Context: an optimization exercise on an open-source flow, tuned for small area and a short achievable clock period. The choices shown serve that exercise and are no tape-out recipe. Function was checked by simulation only, so behaviour that the tests miss may differ from the original.

==> flow/design.v (outline; a module is shown in full before it is edited, if it fits) <==
// module near_s: 201 lines
// module atan_q: 420 lines
// module ik_core: 1070 lines
// module mrra_ik_solver: 22 lines
module mrra_ik_solver (
    input       wire                        i_clk,
    input       wire                        i_reset,
    input       wire        [7  : 0]        i_coord_x,
    input       wire        [7  : 0]        i_coord_y,
    output      reg         [31 : 0]        o_q_theta_1,
    output      reg         [31 : 0]        o_q_theta_2
);
  // ...
==> flow/flow/run.sh <==
#!/bin/bash
# Layout flow: the standard flow (standard.sh) unchanged, except that synthesis maps the
# combinational logic with an area-oriented ABC script (flow/abc_map.script) instead of ORFS's
# delay-oriented one. Registers are mapped by the same dfflibmap step as in the standard flow.
# Every input and output port is still buffered (buffer_ports), with the small buf_1 cell
# instead of the delay cell the resizer picks by default. Timing repair is asked for 142.5 ns of
# setup slack (the constraints are unchanged), so that it works on the paths that set the period.
set -euo pipefail
W=$(pwd)
rm -rf "$W/scripts_area"
mkdir -p "$W/scripts_area"
cp -r "$FLOW_HOME/scripts/." "$W/scripts_area/"
cp "$W/flow/abc_map.script" "$W/scripts_area/abc_speed.script"
cp "$W/flow/abc_map.script" "$W/scripts_area/abc_area.script"
SCRIPTS_DIR="$W/scripts_area" bash standard.sh synth > "$W/synth.log" 2>&1
SETUP_SLACK_MARGIN=142.5 BUFFER_PORTS_ARGS="-inputs -outputs -buffer_cell sky130_fd_sc_hd__buf_1" bash standard.sh > "$W/layout.log" 2>&1
==> flow/flow/abc_map.script <==
&get -n
&st
&deepsyn -T 120
&dch -f
&nf -R 1000
&put
buffer -c
topo
stime -c
upsize -c
dnsize -c
==> flow/standard.sh <==
#!/bin/bash
# synth_recipe.tcl (not shown) runs the flow's synth.tcl, then flattens the netlist and writes it again
# the make line also repeats each setting of config.mk as NAME=value (left out here)
make -C /OpenROAD-flow-scripts/flow DESIGN_CONFIG=/design/flow/config.mk WORK_HOME=/design/flow/orfs CLKGATE_MAP_FILE= SYNTH_SCRIPT=/design/flow/synth_recipe.tcl "${@:-finish}"
==> flow/config.mk <==
export PLATFORM = sky130hd
export DESIGN_NAME = mrra_ik_solver
export DESIGN_NICKNAME = mrra_ik_solver
export VERILOG_FILES = /design/flow/design.v
export SDC_FILE = /design/flow/constraint.sdc
export NUM_CORES = 4
export LEC_CHECK = 0
export CAP_MARGIN = 20
export CORE_MARGIN = 2
export CORE_UTILIZATION = 40
export SLEW_MARGIN = 20
export SYNTH_MEMORY_MAX_BITS = 65536
==> flow/constraint.sdc <==
create_clock -name core_clock -period 180.0 [get_ports {i_clk}]
set_input_delay 36.0000 -clock core_clock [delete_from_list [all_inputs] [get_ports {i_clk}]]
set_output_delay 36.0000 -clock core_clock [all_outputs]
set_load 0.01 [all_outputs]
==> out/metrics.csv, run 1 <==
metric,value,unit
crit end category,output pin,
outcome,timing/DRC/antenna clean,
setup TNS,0,ns
#FFs+latches synth,64,
register area,1280,um2
worst endpoint data arrival time,1.04,ns
FP Rows,66,
Routed Antenna Nets,0,
ys async rst share,0,
Max Cap Viol,0,
synth cell count leaders,"fa_1, nor2_1, nand2_1",
fraction of area in multi-input gates,0.770,
Final clock-cell share,0.0197,
post-synthesis compound-gate area fraction,0.245,
"Seq/Total Area, Yosys",0.0966,
Resized cells post-CTS,7,
Global Route met3 Usage,0.103,
Fmax,27.0,MHz
Post-Syn Instances,1681,
Synth area leader,fa_1,
routed via count,14229,
GRT overflow,0,
R2R setup slack,143.92,ns
vias in the first global route,14124,
hold_ws,1.30,ns
period utilization,0.206,
CTS root buf,clkbuf_16,
Slew HR,0.328,
share of layout cells above drive strength 1,0.0874,
met2 usage,0.524,
Reg2Reg Launch Point,r_coord_y[0],
tapcell count,442,
"commonest non-fill, non-tap cell in the layout",fa_1,
largest net degree at the start of global routing,65,
met1 usage,0.448,
Post-Syn Area,13300,um2
Register-to-Register Path Depth,129,
CP max stage delay,0.50,ns
most numerous cell in the Yosys netlist,fa_1,
total track usage,0.348,
==> run 2, diff against run 1 <==
==> flow/flow/run.sh (replaced) <==
#!/bin/bash
# Layout flow: the standard flow (standard.sh) unchanged, except that synthesis maps the
# combinational logic with an area-oriented ABC script (flow/abc_map.script) instead of ORFS's
# delay-oriented one. Registers are mapped by the same dfflibmap step as in the standard flow.
# Every input and output port is still buffered (buffer_ports), with the small buf_1 cell
# instead of the delay cell the resizer picks by default. Timing repair is asked for 143 ns of
# setup slack (the constraints are unchanged), so that it works on the paths that set the period.
set -euo pipefail
W=$(pwd)
rm -rf "$W/scripts_area"
mkdir -p "$W/scripts_area"
cp -r "$FLOW_HOME/scripts/." "$W/scripts_area/"
cp "$W/flow/abc_map.script" "$W/scripts_area/abc_speed.script"
cp "$W/flow/abc_map.script" "$W/scripts_area/abc_area.script"
SCRIPTS_DIR="$W/scripts_area" bash standard.sh synth > "$W/synth.log" 2>&1
SETUP_SLACK_MARGIN=143 BUFFER_PORTS_ARGS="-inputs -outputs -buffer_cell sky130_fd_sc_hd__buf_1" bash standard.sh > "$W/layout.log" 2>&1
==> flow/flow/abc_map.script (replaced) <==
&get -n
&st
&deepsyn -T 120
&dch -f
&nf -R 1000
&put
topo
==> run 2 against run 1 <==
  * Cell area decreased by 0.32%
  * Hold slack better by 0.056 ns
  * Synthesized area down 5.1%
  * First-iteration DRC count up 22%
  * Flip-flop and latch count unchanged
  * Critical path depth unchanged
  * Die area shrank 5.0%
  * Register-to-register slack gained 0.29 ns
  * Critical path type unchanged
==> out/metrics.csv, run 2 <==
metric,value,unit,change
Worst Hold Class,flop to flop,,
"Distinct cells, synth",61,,
Slew HR,0.139,,-0.189
final core occ,0.465,,
vias in the first global route,14075,,-0.35%
#FFs+latches synth,64,,unchanged
CP max stage delay,0.38,ns,-0.12 ns
Synth area leader,fa_1,,
Detailed Route Iter0 Violations,2179,,
outcome,timing/DRC/antenna clean,,
die height,181,um,
routed via count,14344,,+0.81%
H-tree depth,3,,
total track usage,0.375,,+0.0273
worst r2r dst,o_q_theta_1[23],,
TritonCTS Buffers,9,,
DRC Markers,0,,
"commonest non-fill, non-tap cell in the layout",fa_1,,
Max Cap Viol,0,,unchanged
synthesized area per cell,8.01,um2,
share of layout cells above drive strength 1,0.0707,,-0.0168
Post-Syn Instances,1571,,-6.5%
number of port buffers,73,,
CTS tree,yes,,
Worst Path Required,144.00,ns,
ys async rst share,0,,unchanged
Worst Setup SP,o_q_theta_1[23],,
DIE AREA,32900,um2,
most frequent cells in the layout,"fa_1, nor2_1, nand2_1",,
# clock sinks,64,,
Vias/cell,6.75,,
Slew @ Worst Pin,1.28,ns,
slowest CP cell,dfxtp_2,,
period utilization,0.205,,-0.000822
share of the synthesized area in the top cell type,0.294,,
ys flop type,dfxtp_1,,
Post-synth EDFFs,0,,
dpl cell area,13800,um2,
Post-Syn Area,12600,um2,-5.1%
antenna violations before repair,1,,
CP top delay family,flip-flops,,
design area,14300,um2,
critical path class,flop to output pin,,
"Seq/Total Area, Yosys",0.102,,+0.00516
clock buffer depth,2,,
routability cong.,1.05,,
Core Region,30700,um2,
startpoint class of the critical path,flop,,
Slew Limit Fails,0,,
Layout Nets,1979,,
Worst path depth,1,,
FP Rows,64,,-3.0%
Routed Antenna Nets,0,,unchanged
CP Max Fanout,9,,
CP endpoint,o_q_theta_1[30],,
Post-Route Skew,0.00796,ns,
final setup violation count,0,,
clock latency at the later pin of the worst-skew pair,0.35,ns,
area delta synth->final,13.6,%,
largest net degree at the start of global routing,65,,unchanged
drt pass-1 iters,6,,
average wire per standard cell,29.1,um,
Largest regs,"o_q_theta_1 x24, o_q_theta_2 x24",,
GRT overflow,0,,unchanged
Buf/Inv on CP,1,,
most numerous cell in the Yosys netlist,fa_1,,
clock-pin transition on the worst setup and hold timing paths,0.06,ns,
HPWL after DPL,46100,um,
die width,181,um,
Fmax,27.1,MHz,+0.40%
setup TNS,0,ns,unchanged
hold_ws,1.36,ns,+0.0562 ns
I/O pin count,82,,
first-pass GRT wire length,92000,um,
DRT Wirelength,61800,um,
worst endpoint data arrival time,0.90,ns,-0.14 ns
Register-to-Register Path Depth,125,,-3.1%
synth cell count leaders,"fa_1, nor2_1, nand2_1",,
cts-stage hold buffer count,0,,
Starting Density,0.409,,
Final Hold Viols,0,,
crit end category,output pin,,
CTS root buf,clkbuf_16,,
ordered list of cells on the worst path,buf_1,,
synth top area cells,"fa_1, dfxtp_1, ha_1",,
RSZ-0062 raised after global routing,true,,
post-route minimum period,36.90,ns,
R2R setup slack,144.21,ns,+0.29 ns
synthesis warning total,2,,
Reg2Reg Launch Point,r_coord_y[0],,
-- run 2: changes by cell type after synthesis, moves of 13 or more --
| cell | change |
|---|---|
| or2_0 | +15 |
| inv_1 | -127 |
| clkinv_1 | +129 |
| or2_2 | -13 |
| clkbuf_1 | -69 |
| buf_2 | -19 |
-- run 2: cell families (layout without fill, tap and decap cells) --
logic type | count (synthesis) | count (layout) | share of synthesized area
AOI/OAI and AO/OA | 488 | 488 | 0.252
muxes | 4 | 4 | 0.00338
buffers and inverters | 145 | 293 | 0.0480
other | 1 | 10 | 0.000298
DFF | 64 | 64 | 0.102
adders and majority gates | 250 | 250 | 0.357
xor gates and xnor gates | 31 | 31 | 0.0216
and+or+nand+nor | 588 | 588 | 0.216
-- run 2: final cells by class --
class / instances / area [um2]
antenna: 2 / 5.00
clock buffer: 10 / 239
clock inverter: 6 / 43.8
fill: 3134 / 16400
inverter: 129 / 493
multi-input combinational: 1369 / 10900
sequential: 64 / 1280
tap: 396 / 495
timing repair buffer: 148 / 848
-- run 2: metrics by stage --
stage	std cells	setup slack [ns]
2_1_floorplan	1578	143.01
3_3_place_gp	2093	142.99
3_5_place_dp	2093	142.39
4_1_cts	2110	143.02
5_1_grt	2122	142.83
6_report	2124	143.10
-- run 2: per-layer routing --
layer | track usage | vias up | wire length, um
met4 | 0.167 | 0 | 3290
li1 | - | 6028 | -
met3 | 0.136 | 259 | 8260
met1 | 0.489 | 6976 | 23900
met5 | 0.00296 | - | 0
met2 | 0.558 | 1081 | 26400
-- run 2: worst min path at each step --
stage | endpoint | from | depth (start not counted) | slack (ns)
CTS | o_q_theta_2[0] | r_coord_x[6] | 5 | 1.32
detailed placement | o_q_theta_2[0] | r_coord_x[6] | 5 | 1.29
finish | o_q_theta_2[0] | r_coord_x[6] | 5 | 1.36
global route | o_q_theta_2[0] | r_coord_x[6] | 5 | 1.41
global placement | o_q_theta_2[0] | r_coord_x[6] | 5 | 1.30
floorplan | o_q_theta_2[0] | r_coord_x[6] | 4 | 0.93
-- run 2: what timing repair did --
item                                    CTS  global route
endpoints found under the setup margin    3            15
setup buffers                             1            12
pin swaps                                 1             9
gates resized for setup                   4            27
==> run 3, diff against run 2 <==
==> flow/flow/abc_map.script (replaced) <==
&get -n
&st
&deepsyn -T 300
&dch -f
&nf -R 1000
&put
topo
==> run 3 against run 2 <==
  * Critical path depth unchanged
  * Register-to-register slack gained 0.43 ns
  * Utilization decreased by 0.22 points
==> out/metrics.csv, run 3 <==
metric,value,unit,change
outcome,timing/DRC/antenna clean,,
largest net degree at the start of global routing,65,,unchanged
Register-to-Register Path Depth,135,,+8.0%
Layout Nets,1972,,-0.35%
I/O pin count,82,,unchanged
synth top area cells,"fa_1, dfxtp_1, ha_1",,
multi-input logic area,10800,um2,-1.3%
Routed Antenna Nets,0,,unchanged
GRT overflow,0,,unchanged
vias in the first global route,13785,,-2.1%
Post-Synth Simple-Gate Area,0.214,,-0.00199
worst min-delay path startpoint,r_coord_y[7],,
Reg2Reg Launch Point,r_coord_y[0],,
final std cells w/o fill,2115,,-0.42%
share of layout cells above drive strength 1,0.0721,,+0.00145
post-synthesis mux area share,0.00412,,+0.000738
first-pass GRT wire length,89000,um,-3.3%
Worst Path Required,144.00,ns,about the same
post-synthesis compound-gate area fraction,0.254,,+0.00130
ys flop type,dfxtp_1,,
CP max stage delay,0.38,ns,about the same
Fillers,3138,,+0.13%
H-tree depth,3,,unchanged
Antenna Cells,0,,-2
die width,180,um,-0.50%
most frequent cells in the layout,"fa_1, nor2_1, nand2_1",,
antenna violations before repair,0,,-1
Setup WS pre-CTS,141.05,ns,-1.34 ns
HPWL after DPL,42900,um,-6.9%
"commonest non-fill, non-tap cell in the layout",fa_1,,
post-route worst setup slack,143.13,ns,+0.0210 ns
register area,1290,um2,+0.29%
Synth Area in Adders,0.357,,+0.000478
Final Hold Viols,0,,unchanged
total track usage,0.360,,-0.0153
FP Rows,64,,unchanged
crit end category,output pin,,
synthesis warning total,2,,unchanged
area delta synth->final,14.0,%,
clock buffer depth,2,,unchanged
Post-Route Skew,0.0101,ns,+0.00217 ns
routability cong.,1.02,,-3.0%
cts-stage hold buffer count,0,,unchanged
share of the synthesized area in the top cell type,0.297,,+0.00304
R2R setup slack,144.64,ns,+0.43 ns
post-route minimum period,36.88,ns,-0.0210 ns
Core Region,30700,um2,-0.26%
final setup violation count,0,,unchanged
most numerous cell in the Yosys netlist,fa_1,,
Vias/cell,6.57,,-2.7%
synthesized area per cell,7.97,um2,-0.58%
setup TNS,0,ns,unchanged
number of port buffers,73,,unchanged
Buf/Inv on CP,1,,unchanged
average wire per standard cell,27.7,um,-4.9%
Post-Syn Area,12500,um2,-1.0%
period utilization,0.205,,about the same
DIE AREA,32600,um2,-1.0%
CTS tree,yes,,
Detailed Route Iter0 Violations,2169,,-0.46%
CTS root buf,clkbuf_16,,
Slew HR,0.211,,+0.0720
RSZ-0062 raised after global routing,false,,
worst endpoint data arrival time,0.88,ns,-0.02 ns
routed via count,13893,,-3.1%
hold path cells,5,,unchanged
Worst Hold Class,flop to flop,,
DRC Markers,0,,unchanged
largest family of logic cells by synthesized area,adder cells,,
slowest CP cell,dfxtp_2,,
synth cell count leaders,"fa_1, nor2_1, nand2_1",,
CP top delay family,flip-flops,,
# clock sinks,64,,unchanged
Slew @ Worst Pin,1.17,ns,-0.106 ns
Max Cap Viol,0,,unchanged
clock-pin transition on the worst setup and hold timing paths,0.07,ns,about the same
Largest regs,"o_q_theta_1 x24, o_q_theta_2 x24",,
Fmax,27.1,MHz,about the same
Post-synth EDFFs,0,,unchanged
#FFs+latches synth,64,,unchanged
hold_ws,1.33,ns,-0.0283 ns
drt pass-1 iters,9,,+3
clock latency at the later pin of the worst-skew pair,0.33,ns,-0.02 ns
Post-Place Cells,2093,,unchanged
startpoint class of the critical path,flop,,
WHS Endpoint,o_q_theta_1[0],,
"Seq/Total Area, Yosys",0.103,,+0.00105
ordered list of cells on the worst path,buf_1,,
Synth area leader,fa_1,,
critical path class,flop to output pin,,
"Distinct cells, synth",58,,-4.9%
Post-Syn Instances,1564,,-0.45%
worst r2r dst,o_q_theta_1[23],,
ys async rst share,0,,unchanged
Starting Density,0.406,,-0.00313
DRT Wirelength,58600,um,-5.3%
Slew Limit Fails,0,,unchanged
XOR/XNOR share of the synthesized area,0.0204,,-0.00118
die height,180,um,-0.50%
CP Max Fanout,9,,unchanged
TritonCTS Buffers,9,,unchanged
## run 3: cell types whose count changed after synthesis, sizes merged, moves of 6 or more
cell     change
o21ai       +19
o22ai        +8
nor2         -7
a21oi        +9
or2         -11
a2111oi      -7
nand2b      +11
nand3        -6
## run 3: routing by layer
metal  vias up  global-route usage  share of wire
li1       5992                   -              -
met1      6692               0.499           0.41
met2       989               0.531           0.42
met3       220              0.0916           0.12
met4         0               0.154          0.051
met5         -                   0              0
## run 3: repair_timing
action	CTS	global route
setup endpoints to repair	6	16
setup buffers	2	4
pin swaps	1	5
gates resized for setup	8	31
## run 3: layout make-up
type / instances / share of cell area
repair buffers: 148 / 0.0606
clock buffers: 9 / 0.0159
clock inverters: 7 / 0.00705
flip-flops and latches: 64 / 0.0906
multi-input cells: 1365 / 0.757
inverters: 126 / 0.0335
well taps: 396 / 0.0349
## run 3: cells by family (layout without fill, tap and decap cells)
group / after synthesis / in the layout
simple gates: 577 / 577
compound gates: 500 / 500
fa+ha+maj: 246 / 246
buf+inv: 142 / 290
flops: 64 / 64
xor+xnor: 29 / 29
mux: 5 / 5
other cells: 1 / 8
## run 3: worst reg2reg max path: cells and delay by family (launching register included)
| kind | cells | cell delay, ns |
|---|---|---|
| flip-flops | 1 | 0.44 |
| buffers and inverters | 22 | 3.81 |
| XOR/XNOR | 2 | 0.47 |
| adder cells (fa/ha/maj) | 57 | 21.13 |
| AO/OA/AOI/OAI | 26 | 4.54 |
| AND/OR/NAND/NOR | 28 | 4.88 |
## run 3: worst max path at each step
| stage | startpoint | to | slack (ns) | cells after the start |
|---|---|---|---|---|
| 2_1_floorplan | r_coord_x[0] | o_q_theta_1[23] | 143.10 | 124 |
| 3_3_place_gp | r_coord_x[0] | o_q_theta_1[23] | 140.94 | 133 |
| 3_5_place_dp | r_coord_x[0] | o_q_theta_1[23] | 141.05 | 133 |
| 4_1_cts | r_coord_y[0] | o_q_theta_1[23] | 143.00 | 130 |
| 5_1_grt | r_coord_y[0] | o_q_theta_1[23] | 142.98 | 134 |
| 6_report | o_q_theta_1[23] | o_q_theta_1[26] | 143.13 | 1 |
## run 3: per-stage QoR
stage           util  cell area (um2)
5_1_grt        0.463            14200
2_1_floorplan      -            12500
4_1_cts        0.458            14100
3_5_place_dp   0.447            13700
6_report       0.463            14200
3_3_place_gp   0.447            13700
==> run 4, diff against run 3 <==
==> flow/flow/abc_map.script (replaced) <==
&get -n
&st
&deepsyn -T 300
&dch -f
&nf -R 1000
&put
buffer -c
topo
stime -c
upsize -c
dnsize -c
==> run 4 against run 3 <==
  * Clock-buffer cell count stayed put
  * Die area increased by 5.3%
  * Critical path type unchanged
  * Clock skew fell by 0.0043 ns
  * Register-to-register slack got worse by 0.18 ns
  * Largest cell class unchanged
  * Utilization is 2.4 points lower
  * Final cell count grew 1.5%
  * Highest routed layer unchanged
==> out/metrics.csv, run 4 <==
metric,value,unit,change
Starting Density,0.405,,-0.00159
clock-pin transition on the worst setup and hold timing paths,0.06,ns,about the same
synth top area cells,"fa_1, dfxtp_1, ha_1",,
routed via count,13956,,+0.45%
Register-to-Register Path Depth,129,,-4.4%
H-tree depth,3,,unchanged
CP max stage delay,0.38,ns,about the same
share of the synthesized area in the top cell type,0.282,,-0.0152
die height,185,um,+2.6%
Post-Syn Instances,1672,,+6.9%
antenna violations before repair,1,,+1
Slew HR,0.276,,+0.0653
RSZ-0062 raised after global routing,false,,
Fillers,3340,,+6.4%
average wire per standard cell,26.1,um,-5.7%
clock buffer depth,2,,unchanged
DIE AREA,34300,um2,+5.3%
post-route minimum period,36.88,ns,+0.0100 ns
Slew Limit Fails,0,,unchanged
total track usage,0.332,,-0.0282
Setup WS pre-CTS,143.02,ns,+1.97 ns
Layout Nets,1958,,-0.71%
synth cell count leaders,"fa_1, nor2_1, nand2_1",,
critical path class,flop to output pin,,
Largest regs,"o_q_theta_1 x24, o_q_theta_2 x24",,
ys async rst share,0,,unchanged
GRT overflow,0,,unchanged
clock latency at the later pin of the worst-skew pair,0.34,ns,about the same
setup TNS,0,ns,unchanged
drt pass-1 iters,7,,-2
Synth area leader,fa_1,,
I/O pin count,82,,unchanged
area delta synth->final,8.40,%,
Max Cap Viol,0,,unchanged
cts-stage hold buffer count,0,,unchanged
Final Hold Viols,0,,unchanged
HPWL after DPL,41000,um,-4.4%
share of layout cells above drive strength 1,0.0774,,+0.00528
vias in the first global route,13948,,+1.2%
#FFs+latches synth,64,,unchanged
Worst Path Required,144.00,ns,about the same
"Distinct cells, synth",89,,+53%
design area,14200,um2,+0.26%
final setup violation count,0,,unchanged
die width,185,um,+2.6%
ys flop type,dfxtp_1,,
Buf/Inv on CP,1,,unchanged
routability cong.,1.02,,+0.77%
CTS tree,yes,,
startpoint class of the critical path,flop,,
Antenna Cells,0,,unchanged
FP Rows,66,,+3.1%
post-route worst setup slack,143.12,ns,-0.0100 ns
# clock sinks,64,,unchanged
"Seq/Total Area, Yosys",0.0976,,-0.00527
Routed Antenna Nets,0,,unchanged
hold path cells,5,,unchanged
crit end category,output pin,,
Worst path depth,1,,unchanged
Detailed Route Iter0 Violations,2211,,+1.9%
CP top delay family,flip-flops,,
"commonest non-fill, non-tap cell in the layout",fa_1,,
outcome,timing/DRC/antenna clean,,
period utilization,0.205,,about the same
dpl cell area,13800,um2,+0.83%
Post-Syn Area,13100,um2,+5.4%
ordered list of cells on the worst path,buf_1,,
worst endpoint data arrival time,0.88,ns,about the same
CTS root buf,clkbuf_16,,
largest net degree at the start of global routing,65,,unchanged
synthesis warning total,2,,unchanged
Worst Hold Class,flop to flop,,
Vias/cell,6.50,,-1.0%
Slew @ Worst Pin,1.08,ns,-0.0871 ns
number of port buffers,73,,unchanged
most frequent cells in the layout,"fa_1, nor2_1, nand2_1",,
synthesized area per cell,7.85,um2,-1.4%
Fmax,27.1,MHz,about the same
first-pass GRT wire length,85100,um,-4.4%
DRT Wirelength,56100,um,-4.2%
slowest CP cell,dfxtp_2,,
TritonCTS Buffers,9,,unchanged
Core Region,32500,um2,+5.8%
Post-Route Skew,0.00582,ns,-0.00431 ns
Post-synth EDFFs,0,,unchanged
CP Max Fanout,9,,unchanged
DRC Markers,0,,unchanged
most numerous cell in the Yosys netlist,fa_1,,
## run 4: cell count changes in the layout (fill, tap and decap cells not counted), sizes merged
cell | previous run | this run
inv | 4 | 128
clkinv | 127 | 3
buf | 147 | 133
## run 4: worst paths after layout
check | start | endpoint | slack, ns
hold / removal | r_coord_y[7] | o_q_theta_1[0] | 1.35
setup / recovery | o_q_theta_1[23] | o_q_theta_1[24] | 143.12
setup reg to reg | r_coord_y[0] | o_q_theta_1[23] | 144.46
hold reg to reg | r_coord_y[7] | o_q_theta_1[0] | 1.35
## run 4: cell families (layout without fill, tap and decap cells)
kind of cell	after synthesis	count (layout)	share of synthesized area
and+or+nand+nor	577	577	0.208
DFF	64	64	0.0976
AOI/OAI and AO/OA	500	500	0.247
xor gates and xnor gates	29	29	0.0193
adders and majority gates	246	246	0.339
other	1	8	0.000286
muxes	5	5	0.00391
buffers and inverters	250	276	0.0843
## run 4: per-stage QoR
step / instances / hold slack (ns) / util
floorplan: 1679 / 0.951 / -
global placement: 2128 / 1.32 / 0.426
detailed placement: 2128 / 1.37 / 0.426
CTS: 2144 / 1.38 / 0.436
global route: 2147 / 1.43 / 0.439
finish: 2147 / 1.35 / 0.439
## run 4: layout make-up
type / count / area (um2) / area share
multi-input cells: 1365 / 10900 / 0.763
flip-flops and latches: 64 / 1290 / 0.0904
repair buffers: 134 / 733 / 0.0515
well taps: 442 / 553 / 0.0389
inverters: 126 / 473 / 0.0332
clock buffers: 9 / 225 / 0.0158
clock inverters: 7 / 100 / 0.00703
## run 4: layer usage
metal,up-vias,global-route usage,wire length [um]
met4,0,0.147,2960
met3,277,0.0995,6560
met5,-,0,0
met1,6688,0.435,22200
met2,1038,0.504,24400
li1,5953,-,-
## run 4: what timing repair did
item	CTS	global route
setup buffers	0	3
resized for setup	0	17
endpoints found under the setup margin	0	16
==> run 5, diff against run 4 <==
==> flow/flow/run.sh (replaced) <==
#!/bin/bash
# Layout flow: the standard flow (standard.sh) unchanged, except that synthesis maps the
# combinational logic with an area-oriented ABC script (flow/abc_map.script) instead of ORFS's
# delay-oriented one. Registers are mapped by the same dfflibmap step as in the standard flow.
# Every input and output port is still buffered (buffer_ports), with the small buf_1 cell
# instead of the delay cell the resizer picks by default. Timing repair is asked for 143.3 ns of
# setup slack (the constraints are unchanged), so that it works on the paths that set the period.
set -euo pipefail
W=$(pwd)
rm -rf "$W/scripts_area"
mkdir -p "$W/scripts_area"
cp -r "$FLOW_HOME/scripts/." "$W/scripts_area/"
cp "$W/flow/abc_map.script" "$W/scripts_area/abc_speed.script"
cp "$W/flow/abc_map.script" "$W/scripts_area/abc_area.script"
SCRIPTS_DIR="$W/scripts_area" bash standard.sh synth > "$W/synth.log" 2>&1
SETUP_SLACK_MARGIN=143.3 BUFFER_PORTS_ARGS="-inputs -outputs -buffer_cell sky130_fd_sc_hd__buf_1" bash standard.sh > "$W/layout.log" 2>&1
==> flow/flow/abc_map.script (replaced) <==
&get -n
&st
&deepsyn -T 300
&dch -f
&nf -R 1000
&put
topo
==> run 5 against run 4 <==
  * Setup slack improved by 0.033 ns
  * Still clean on timing, DRC and antenna
  * Fmax hardly changed
  * Global-route usage grew 5.2 points
  * Routed wire length rose by 12%
==> out/metrics.csv, run 5 <==
metric,value,unit,change
period utilization,0.205,,about the same
most frequent cells in the layout,"fa_1, nor2_1, nand2_1",,
Fillers,3106,,-7.0%
"Distinct cells, synth",62,,-30%
startpoint class of the critical path,flop,,
# clock sinks,64,,unchanged
post-route minimum period,36.85,ns,-0.0330 ns
total track usage,0.384,,+0.0519
DRC Markers,0,,unchanged
CP Max Fanout,9,,unchanged
Vias/cell,6.79,,+4.5%
ys flop type,dfxtp_1,,
Starting Density,0.408,,+0.00326
Global Route met3 Usage,0.111,,+0.0116
Buf/Inv on CP,1,,unchanged
Worst Path Required,144.00,ns,about the same
DRT Wirelength,63000,um,+12%
TritonCTS Buffers,9,,unchanged
CTS root buf,clkbuf_16,,
critical path class,flop to output pin,,
CP top delay family,flip-flops,,
setup TNS,0,ns,unchanged
synth cell count leaders,"nor2_1, fa_1, nand2_1",,
die height,181,um,-2.2%
FP Rows,64,,-3.0%
clock latency at the later pin of the worst-skew pair,0.35,ns,about the same
Routed Antenna Nets,0,,unchanged
Post-synth EDFFs,0,,unchanged
synth top area cells,"fa_1, dfxtp_1, nor2_1",,
routability cong.,1.09,,+6.3%
synthesis warning total,2,,unchanged
Slew @ Worst Pin,1.06,ns,-0.0215 ns
clock buffer depth,2,,unchanged
Antenna Cells,0,,unchanged
Detailed Route Iter0 Violations,2244,,+1.5%
HPWL after DPL,46400,um,+13%
share of layout cells above drive strength 1,0.128,,+0.0504
crit end category,output pin,,
Max Cap Viol,0,,unchanged
outcome,timing/DRC/antenna clean,,
Post-Syn Instances,1575,,-5.8%
largest net degree at the start of global routing,65,,unchanged
"commonest non-fill, non-tap cell in the layout",fa_1,,
drt pass-1 iters,6,,-1
Post-Route Skew,0.00643,ns,+0.000608 ns
die width,181,um,-2.2%
vias in the first global route,14251,,+2.2%
Final Hold Viols,0,,unchanged
number of port buffers,73,,unchanged
DIE AREA,32800,um2,-4.4%
Worst Hold Class,flop to flop,,
antenna violations before repair,0,,-1
Layout Nets,1997,,+2.0%
Post-Syn Area,12500,um2,-4.5%
ys async rst share,0,,unchanged
met1 usage,0.502,,+0.0668
register area,1310,um2,+1.7%
Slew HR,0.284,,+0.00773
slowest CP cell,dfxtp_4,,
Slew Limit Fails,0,,unchanged
Setup WS pre-CTS,140.98,ns,-2.04 ns
final setup violation count,0,,unchanged
dpl cell area,13900,um2,+0.33%
share of the synthesized area in the top cell type,0.295,,+0.0133
clock-pin transition on the worst setup and hold timing paths,0.06,ns,about the same
CP max stage delay,0.37,ns,about the same
first-pass GRT wire length,93300,um,+9.6%
I/O pin count,82,,unchanged
RSZ-0062 raised after global routing,true,,
cts-stage hold buffer count,0,,unchanged
synthesized area per cell,7.96,um2,+1.4%
Core Region,30700,um2,-5.3%
multi-input logic area,11000,um2,+0.88%
average wire per standard cell,29.5,um,+13%
#FFs+latches synth,64,,unchanged
final core occ,0.480,,+0.0416
busiest grt layer,met2,,
area delta synth->final,17.7,%,
CTS tree,yes,,
post-route worst setup slack,143.15,ns,+0.0330 ns
most numerous cell in the Yosys netlist,nor2_1,,
worst endpoint data arrival time,0.85,ns,-0.03 ns
Largest regs,"o_q_theta_1 x24, o_q_theta_2 x24",,
GRT overflow,0,,unchanged
Fmax,27.1,MHz,about the same
met2 usage,0.589,,+0.0845
H-tree depth,3,,unchanged
routed via count,14539,,+4.2%
design area,14800,um2,+3.7%
ordered list of cells on the worst path,buf_2,,
Synth area leader,fa_1,,
"Seq/Total Area, Yosys",0.102,,+0.00458
[run 5: changes by cell type in the layout (fill, tap and decap cells not counted), sizes merged, moves of 14 or more]
cell    previous run  this run
inv              128         3
nand2            165       179
a21oi            124       109
clkinv             3       136
o21ai            130       105
buf              133       160
[run 5: worst paths after layout]
| check | slack [ns] | startpoint | depth (start not counted) | end |
|---|---|---|---|---|
| max | 143.15 | o_q_theta_1[23] | 1 | o_q_theta_1[29] |
| min | 1.31 | r_coord_y[7] | 5 | o_q_theta_2[0] |
| max reg2reg | 144.40 | r_coord_y[0] | 117 | o_q_theta_1[23] |
| min reg2reg | 1.31 | r_coord_y[7] | 5 | o_q_theta_2[0] |
[run 5: area by class of cell]
| type | count | area share |
|---|---|---|
| well taps | 396 | 0.0336 |
| clock inverters | 7 | 0.00847 |
| flip-flops and latches | 64 | 0.0885 |
| inverters | 135 | 0.0348 |
| clock buffers | 9 | 0.0153 |
| repair buffers | 161 | 0.0773 |
| multi-input cells | 1368 | 0.742 |
[run 5: per-layer routing]
metal | wire length [um] | vias to the layer above
li1 | - | 6061
met1 | 24000 | 7035
met2 | 27400 | 1156
met3 | 7900 | 287
met4 | 3760 | 0
met5 | 0 | -
[run 5: cells by family after synthesis]
family / Yosys count / synth area share
AND/OR/NAND/NOR: 597 / 0.218
AO/OA/AOI/OAI: 484 / 0.252
adder cells (fa/ha/maj): 244 / 0.353
buffers and inverters: 151 / 0.0500
flip-flops: 64 / 0.102
XOR/XNOR: 31 / 0.0216
multiplexers: 3 / 0.00249
other: 1 / 0.000299
[run 5: repair_timing]
action | in CTS | in global routing
pin swaps | 3 | 7
buffers inserted | 7 | 14
gates resized for setup | 89 | 47
setup endpoints to repair | 63 | 64
cloned | 1 | 0
[run 5: metrics by stage]
step                cells  hold slack [ns]
floorplan            1582            0.912
global placement     2101             1.29
detailed placement   2101             1.29
CTS                  2125             1.31
global route         2140             1.40
finish               2140             1.31

==> what the ideal ports hide <==
In the flow no input, the clock included, has a driving cell. The finished layouts below were timed again as built, in two steps. Step 1 assumes that a clkbuf_16 drives the clock port and a buf_2 every other input. Step 2 also shifts input and output timing later by t, the mid clock arrival at the registers, as if the neighbouring blocks saw the same clock. a / b / c = ideal / step 1 / step 2; a / b = the first two.
run	t (ns)	setup slack, ns	worst setup path at the end	cell pins on the clock port's net
run 1	0.395	142.956 / 142.908 / 143.026	input to register	1
run 2	0.388	143.104 / 143.061 / 142.997	input to register	1
run 3	0.372	143.125 / 143.082 / 143.007	input to register	1
run 4	0.384	143.115 / 143.071 / 143.027	input to register	1
run 5	0.387	143.148 / 143.104 / 143.169	input to register	1
After both steps setup and hold are still met in every run listed. For run 3, which loses most, drivers alone change the setup slack by -0.043 ns; drivers and shift together by -0.118 ns.
